Background: an optimization exercise with open tools, aiming at small area. Do not read the settings as production practice.
Function was checked by simulation only, so behaviour that the tests miss may differ from the original.
Power is estimated from default activity; no workload was simulated.

==> flow/design.v (excerpt) <==
module air_defense_top (
    input  wire         clk,
    input  wire         reset_n,
    input  wire [47:0]  data_in,
    input  wire         data_in_valid,
    output wire         in_ready,
    output wire [15:0]  x_curr,
    output wire [15:0]  y_curr,
    output wire [15:0]  z_curr,
    output wire [15:0]  x_pred,
    output wire [15:0]  y_pred,
    output wire [15:0]  z_pred,
    output wire         track_valid,
    input  wire         track_ready,
    output wire         target_moving,
    output wire         lock_active,
    output wire         fire_pulse
);
    reg         p_valid, p_pass;
    reg  [3:0]  pd_x, pd_y, pd_z;       
    reg         c_valid;
    reg  [3:0]  cd_x, cd_y, cd_z;       
    reg         a_valid;
    reg  [15:0] a_x, a_y, a_z;          
    reg  [2:0]  lock_cnt;               
    reg  [2:0]  st;                     
    reg  [15:0] tmo;
    reg         t_valid;
    reg  [15:0] t_x, t_y, t_z;          
    reg  [15:0] v_x, v_y, v_z;          
    reg  [15:0] q_x, q_y, q_z;          
    reg         win;                    
    reg         mv;                     
    reg         armed, fire;
    wire la = st[2];
    function [4:0] add4(input [3:0] a, input [3:0] b, input ci);
        integer i;
        reg c;
        begin
            c = ci;
            for (i = 0; i < 4; i = i + 1) begin
                add4[i] = a[i] ^ b[i] ^ c;
                c = (a[i] & b[i]) | (c & (a[i] ^ b[i]));
            end
            add4[4] = c;
        end
    endfunction
    function [5:0] add5(input [4:0] a, input [4:0] b, input ci);
        integer i;
        reg c;
        begin
            c = ci;
            for (i = 0; i < 5; i = i + 1) begin
  ...
Size in the first run: roughly 1400 cells after synthesis, roughly 250 flip-flops, roughly 150 I/O pins, ~16000 um2 of cells after synthesis.
clock: 6.5 ns
lec_check: 0
cap_margin: 20
core_margin: 2
core_utilization: 70
slew_margin: 20
standard.sh (not shown) runs the stock make flow with config.mk's settings and CLKGATE_MAP_FILE= SYNTH_SCRIPT=/design/flow/synth_recipe.tcl, a recipe that flattens the netlist after the stock synthesis.
==> flow/flow/run.sh <==
#!/bin/bash
# Standard layout (the standard.sh) with smaller port buffers and a clock
# tree of small buffers without dummy loads.
set -euo pipefail
export BUFFER_PORTS_ARGS="-buffer_cell sky130_fd_sc_hd__buf_1"
export CTS_ARGS="-sink_clustering_enable -repair_clock_nets -dont_use_dummy_load -sink_clustering_size 12 -sink_clustering_max_diameter 40 -buf_list {sky130_fd_sc_hd__clkbuf_4}"
bash standard.sh > standard.log 2>&1
Next try:
==> flow/flow/run.sh (replaced) <==
#!/bin/bash
# Standard layout (the standard.sh) with smaller port buffers, a clock
# tree without dummy loads, and power recovery (downsizing) after routing.
set -euo pipefail
export BUFFER_PORTS_ARGS="-buffer_cell sky130_fd_sc_hd__buf_1"
export CTS_ARGS="-sink_clustering_enable -repair_clock_nets -dont_use_dummy_load -sink_clustering_size 16 -sink_clustering_max_diameter 50 -buf_list {sky130_fd_sc_hd__clkbuf_4 sky130_fd_sc_hd__clkbuf_8}"
export RECOVER_POWER=100
bash standard.sh > standard.log 2>&1
CORE_UTILIZATION = 55   (was 70)
The changed run ran to the end with violations: capacitance limit, slew limit. Clock skew came out lower by 0.045 ns. Count of clock-buffer cells in the layout came out lower by 1. Synthesized cell count does not change. Global-route usage came out lower by 6.6 points. Total power came out higher by roughly a tenth. Die area came out higher by a quarter to a third.

## old
air_defense_top, a different RTL version from the one above (not shown whole).
Size in the first run: ~1400 cells after synthesis, roughly 250 flip-flops, about 150 I/O pins.
export LEC_CHECK = 0
export CAP_MARGIN = 20
export CORE_MARGIN = 2
export CORE_UTILIZATION = 80
export PLACE_DENSITY = 0.85
export SLEW_MARGIN = 20
create_clock -name core_clock -period 6.5 [get_ports {clk}]
==> flow/flow/run.sh <==
#!/bin/bash
# Standard layout (the standard.sh) with smaller port buffers, a clock
# tree without dummy loads.
set -euo pipefail
export BUFFER_PORTS_ARGS="-buffer_cell sky130_fd_sc_hd__buf_1"
export CTS_ARGS="-sink_clustering_enable -repair_clock_nets -dont_use_dummy_load -sink_clustering_size 20 -sink_clustering_max_diameter 55 -buf_list {sky130_fd_sc_hd__clkbuf_8}"

bash standard.sh > standard.log 2>&1
old | stages: all done | timing, DRC, antenna: all pass
> inputs changed (old -> new)
Settings: a deleted PLACE_DENSITY that had been 0.85; a change of CORE_UTILIZATION from 80 to 70.
==> flow/flow/run.sh <==
#!/bin/bash
# Standard layout (the standard.sh) with smaller port buffers, a clock
# tree without dummy loads.
set -euo pipefail
export BUFFER_PORTS_ARGS="-buffer_cell sky130_fd_sc_hd__buf_1"
export CTS_ARGS="-sink_clustering_enable -repair_clock_nets -dont_use_dummy_load -sink_clustering_size 16 -sink_clustering_max_diameter 45 -buf_list {sky130_fd_sc_hd__clkbuf_8}"

bash standard.sh > standard.log 2>&1
Of new and old, old shows the lower fraction of area in non-clock buffers, with new above it. Compared new vs old, and power is up in new. As of new, peak ir drop on the vdd network had fallen by more than 10% compared to old.

air_defense_top with an RTL version that a note above also has.
Size: about 1400 cells after synthesis, roughly 150 I/O pins, ~16000 um2 of cells after synthesis.
export LEC_CHECK = 0
export CAP_MARGIN = 20
export CORE_MARGIN = 2
export CORE_UTILIZATION = 70
export SLEW_MARGIN = 20
create_clock -name core_clock -period 6.5 [get_ports {clk}]
==> flow/flow/run.sh <==
#!/bin/bash
# Standard layout (the standard.sh) with smaller port buffers, a clock
# tree without dummy loads, and power recovery (downsizing) after routing.
set -euo pipefail
export BUFFER_PORTS_ARGS="-buffer_cell sky130_fd_sc_hd__buf_1"
export CTS_ARGS="-sink_clustering_enable -repair_clock_nets -dont_use_dummy_load -sink_clustering_size 24 -sink_clustering_max_diameter 60 -buf_list {sky130_fd_sc_hd__clkbuf_4 sky130_fd_sc_hd__clkbuf_8}"

bash standard.sh > standard.log 2>&1
The starting point produced a clean layout.
Rerun with:
--- a/flow/flow/run.sh
+++ b/flow/flow/run.sh
@@ -6,3 +6,3 @@
 export CTS_ARGS="-sink_clustering_enable -repair_clock_nets -dont_use_dummy_load -sink_clustering_size 24 -sink_clustering_max_diameter 60 -buf_list {sky130_fd_sc_hd__clkbuf_4 sky130_fd_sc_hd__clkbuf_8}"
-
+export RECOVER_POWER=0
 bash standard.sh > standard.log 2>&1
CORE_UTILIZATION = 55   (was 70)
=> The changed run passed the timing, DRC and antenna checks. Power climbs by 6.1%. Count of clock-buffer cells in the layout climbs by 8. Worst hold slack improves by 0.011 ns. Non-clock buffer count climbs by 2. Global-route usage drops by 6.6 points. Register-to-register slack hardly moves. Routed wire length climbs by about 0.9%. Via count drops by about 3.4%. Combinational power barely changes. Design area climbs by about 1.4%.
Rerun with:
==> flow/run.sh (new file) <==
#!/bin/bash
# synth_recipe.tcl (not shown) runs the flow's synth.tcl, then flattens the netlist and writes it again
# the make line also repeats each setting of config.mk as NAME=value (left out here)
make -C /OpenROAD-flow-scripts/flow DESIGN_CONFIG=/design/flow/config.mk WORK_HOME=/design/flow/orfs CLKGATE_MAP_FILE= SYNTH_SCRIPT=/design/flow/synth_recipe.tcl finish
CORE_UTILIZATION = 40   (was 55)
removed: flow/flow/run.sh
removed: flow/standard.sh
Die area is higher by 37%.
Sequential power hardly moves.
Combinational power rose by 14%.
Wire length grows by 4.8%.
Non-clock buffer count increases by 1.
Via count rose by 1.4%.
Core utilization decreases by 13 points.
Synthesized cell count stays the same.
Critical path depth rises by 4.
Hold slack is about the same.

RTL: one of the versions met above, not the one the previous note started from.
Size: roughly 1,400 cells after synthesis, about 250 flip-flops, ~15,000 um2 of cells after synthesis.
==> flow/config.mk <==
export PLATFORM = sky130hd
export DESIGN_NAME = air_defense_top
export DESIGN_NICKNAME = air_defense_top
export VERILOG_FILES = /design/flow/design.v
export SDC_FILE = /design/flow/constraint.sdc
export NUM_CORES = 4
export LEC_CHECK = 0
export CAP_MARGIN = 20
export CORE_MARGIN = 2
export CORE_UTILIZATION = 80
export PLACE_DENSITY = 0.85
export SLEW_MARGIN = 20
==> flow/constraint.sdc <==
create_clock -name core_clock -period 6.5 [get_ports {clk}]
set_input_delay 1.3000 -clock core_clock [delete_from_list [all_inputs] [get_ports {clk}]]
set_output_delay 1.3000 -clock core_clock [all_outputs]
set_load 0.01 [all_outputs]
==> flow/flow/run.sh <==
#!/bin/bash
# Standard layout (the standard.sh) with smaller port buffers, a clock
# tree without dummy loads.
set -euo pipefail
export BUFFER_PORTS_ARGS="-buffer_cell sky130_fd_sc_hd__buf_1"
export CTS_ARGS="-sink_clustering_enable -repair_clock_nets -dont_use_dummy_load -sink_clustering_size 32 -sink_clustering_max_diameter 60 -buf_list {sky130_fd_sc_hd__clkbuf_16}"

bash standard.sh > standard.log 2>&1
The starting point completed with no timing, DRC or antenna violations.
Rerun with:
==> flow/flow/run.sh (replaced) <==
#!/bin/bash
# Standard layout (the standard.sh) with smaller port buffers, a clock
# tree without dummy loads.
set -euo pipefail
export BUFFER_PORTS_ARGS="-buffer_cell sky130_fd_sc_hd__buf_1"
export CTS_ARGS="-sink_clustering_enable -repair_clock_nets -dont_use_dummy_load -sink_clustering_size 16 -sink_clustering_max_diameter 45 -buf_list {sky130_fd_sc_hd__clkbuf_8}"

bash standard.sh > standard.log 2>&1
CORE_UTILIZATION = 88   (was 80)
PLACE_DENSITY = 0.92   (was 0.85)
This time the run never finished: it broke off in 5_1_grt.
Area after synthesis does not change.
Synthesized cell count is unchanged.
Rerun with:
CORE_UTILIZATION = 80   (was 88)
PLACE_DENSITY = 0.85   (was 0.92)
=> The changed run produced a clean layout; synthesized area stays the same; synthesized cell count stays the same.

air_defense_top again, from the RTL that the note above started with.
==> flow/config.mk <==
export PLATFORM = sky130hd
export DESIGN_NAME = air_defense_top
export DESIGN_NICKNAME = air_defense_top
export VERILOG_FILES = /design/flow/design.v
export SDC_FILE = /design/flow/constraint.sdc
export NUM_CORES = 4
export LEC_CHECK = 0
export CAP_MARGIN = 20
export CORE_MARGIN = 2
export CORE_UTILIZATION = 70
export SLEW_MARGIN = 20
==> flow/constraint.sdc <==
create_clock -name core_clock -period 6.5 [get_ports {clk}]
set_input_delay 1.3000 -clock core_clock [delete_from_list [all_inputs] [get_ports {clk}]]
set_output_delay 1.3000 -clock core_clock [all_outputs]
set_load 0.01 [all_outputs]
==> flow/flow/run.sh <==
#!/bin/bash
# Standard layout (the standard.sh) with smaller port buffers, a clock
# tree without dummy loads.
set -euo pipefail
export BUFFER_PORTS_ARGS="-buffer_cell sky130_fd_sc_hd__buf_1"
export CTS_ARGS="-sink_clustering_enable -repair_clock_nets -dont_use_dummy_load -sink_clustering_size 12 -sink_clustering_max_diameter 40 -buf_list {sky130_fd_sc_hd__clkbuf_4 sky130_fd_sc_hd__clkbuf_8}"

bash standard.sh > standard.log 2>&1
Then changed:
==> flow/flow/run.sh (replaced) <==
#!/bin/bash
# Standard layout (the standard.sh) with:
#  - an area-recovering ABC script for the synthesis's logic mapping (the
#    flow's scripts are copied and only abc_speed.script is replaced; the
#    flip-flops, mapped before ABC, are untouched),
#  - one-site port buffers (buf_1),
#  - a clock tree of clkbuf_8 without dummy loads.
set -euo pipefail
cp -r "$FLOW_HOME/scripts" ./scripts
cp flow/abc_area_recover.script ./scripts/abc_speed.script
export SCRIPTS_DIR="$PWD/scripts"
export BUFFER_PORTS_ARGS="-buffer_cell sky130_fd_sc_hd__buf_1"
export CTS_ARGS="-sink_clustering_enable -repair_clock_nets -dont_use_dummy_load -sink_clustering_size 16 -sink_clustering_max_diameter 45 -buf_list {sky130_fd_sc_hd__clkbuf_8}"
bash standard.sh > standard.log 2>&1
==> flow/flow/abc_area_recover.script (new file) <==
&get -n
&st
&syn2
&dch
&nf -R 20
&put
- CORE_UTILIZATION: 70 -> 80
- PLACE_DENSITY: default -> 0.85
What happened: Design area went down by 1.9%. Power is lower by 5.4%. Routed wire length goes up by 6.5%. Sequential share of layout area climbs by 0.75 points. Sequential power barely changes. Sequential cell count stays the same. Global-route usage grows by 7.1 points. Clock skew rose by 21 ps. Setup slack gets worse by 84 ps.

-- afterwards: timing with drivers on the ports --
In the flow no input, the clock included, has a driving cell. The finished layouts below were timed again as built, in two steps.
Step 1, drivers: a clkbuf_16 drives clk and a buf_2 each remaining input, both assumed.
Step 2, shift: input delay + t, output delay - t, t = (earliest + latest rising clock arrival at the registers) / 2. This alone moves slack from input paths to output paths.
Slacks: ideal ports / drivers / drivers and shift; pairs: ideal ports / drivers.
run	shift t [ns]	slack for setup (ns)	clock arrival spread, ns	slew at the worst register clock pin (ns)
the first run of note 1	0.684	0.146 / 0.146 / 0.146	0.096 / 0.096	0.12 / 0.12
the second run of note 1	0.567	0.123 / 0.123 / 0.123	0.051 / 0.051	0.09 / 0.09
old	0.571	0.188 / 0.188 / 0.188	0.047 / 0.048	0.11 / 0.11
new	0.548	0.215 / 0.215 / 0.215	0.042 / 0.043	0.10 / 0.10
the first run of note 3	0.579	0.133 / 0.133 / 0.133	0.056 / 0.056	0.12 / 0.12
the second run of note 3	0.619	0.143 / 0.143 / 0.143	0.060 / 0.060	0.11 / 0.11
the third run of note 3	0.588	0.123 / 0.123 / 0.025	0.013 / 0.014	0.06 / 0.06
the first run of note 4	0.543	0.189 / 0.189 / 0.189	0.032 / 0.032	0.10 / 0.10
the third run of note 4	0.610	0.190 / 0.190 / 0.190	0.050 / 0.050	0.10 / 0.10
the first run of note 5	0.552	0.241 / 0.241 / 0.241	0.042 / 0.041	0.07 / 0.07
the second run of note 5	0.617	0.157 / 0.157 / 0.070	0.063 / 0.063	0.10 / 0.10
For the third run of note 3, which loses most, drivers alone change the setup slack by 0.000 ns; drivers and shift together by -0.098 ns.
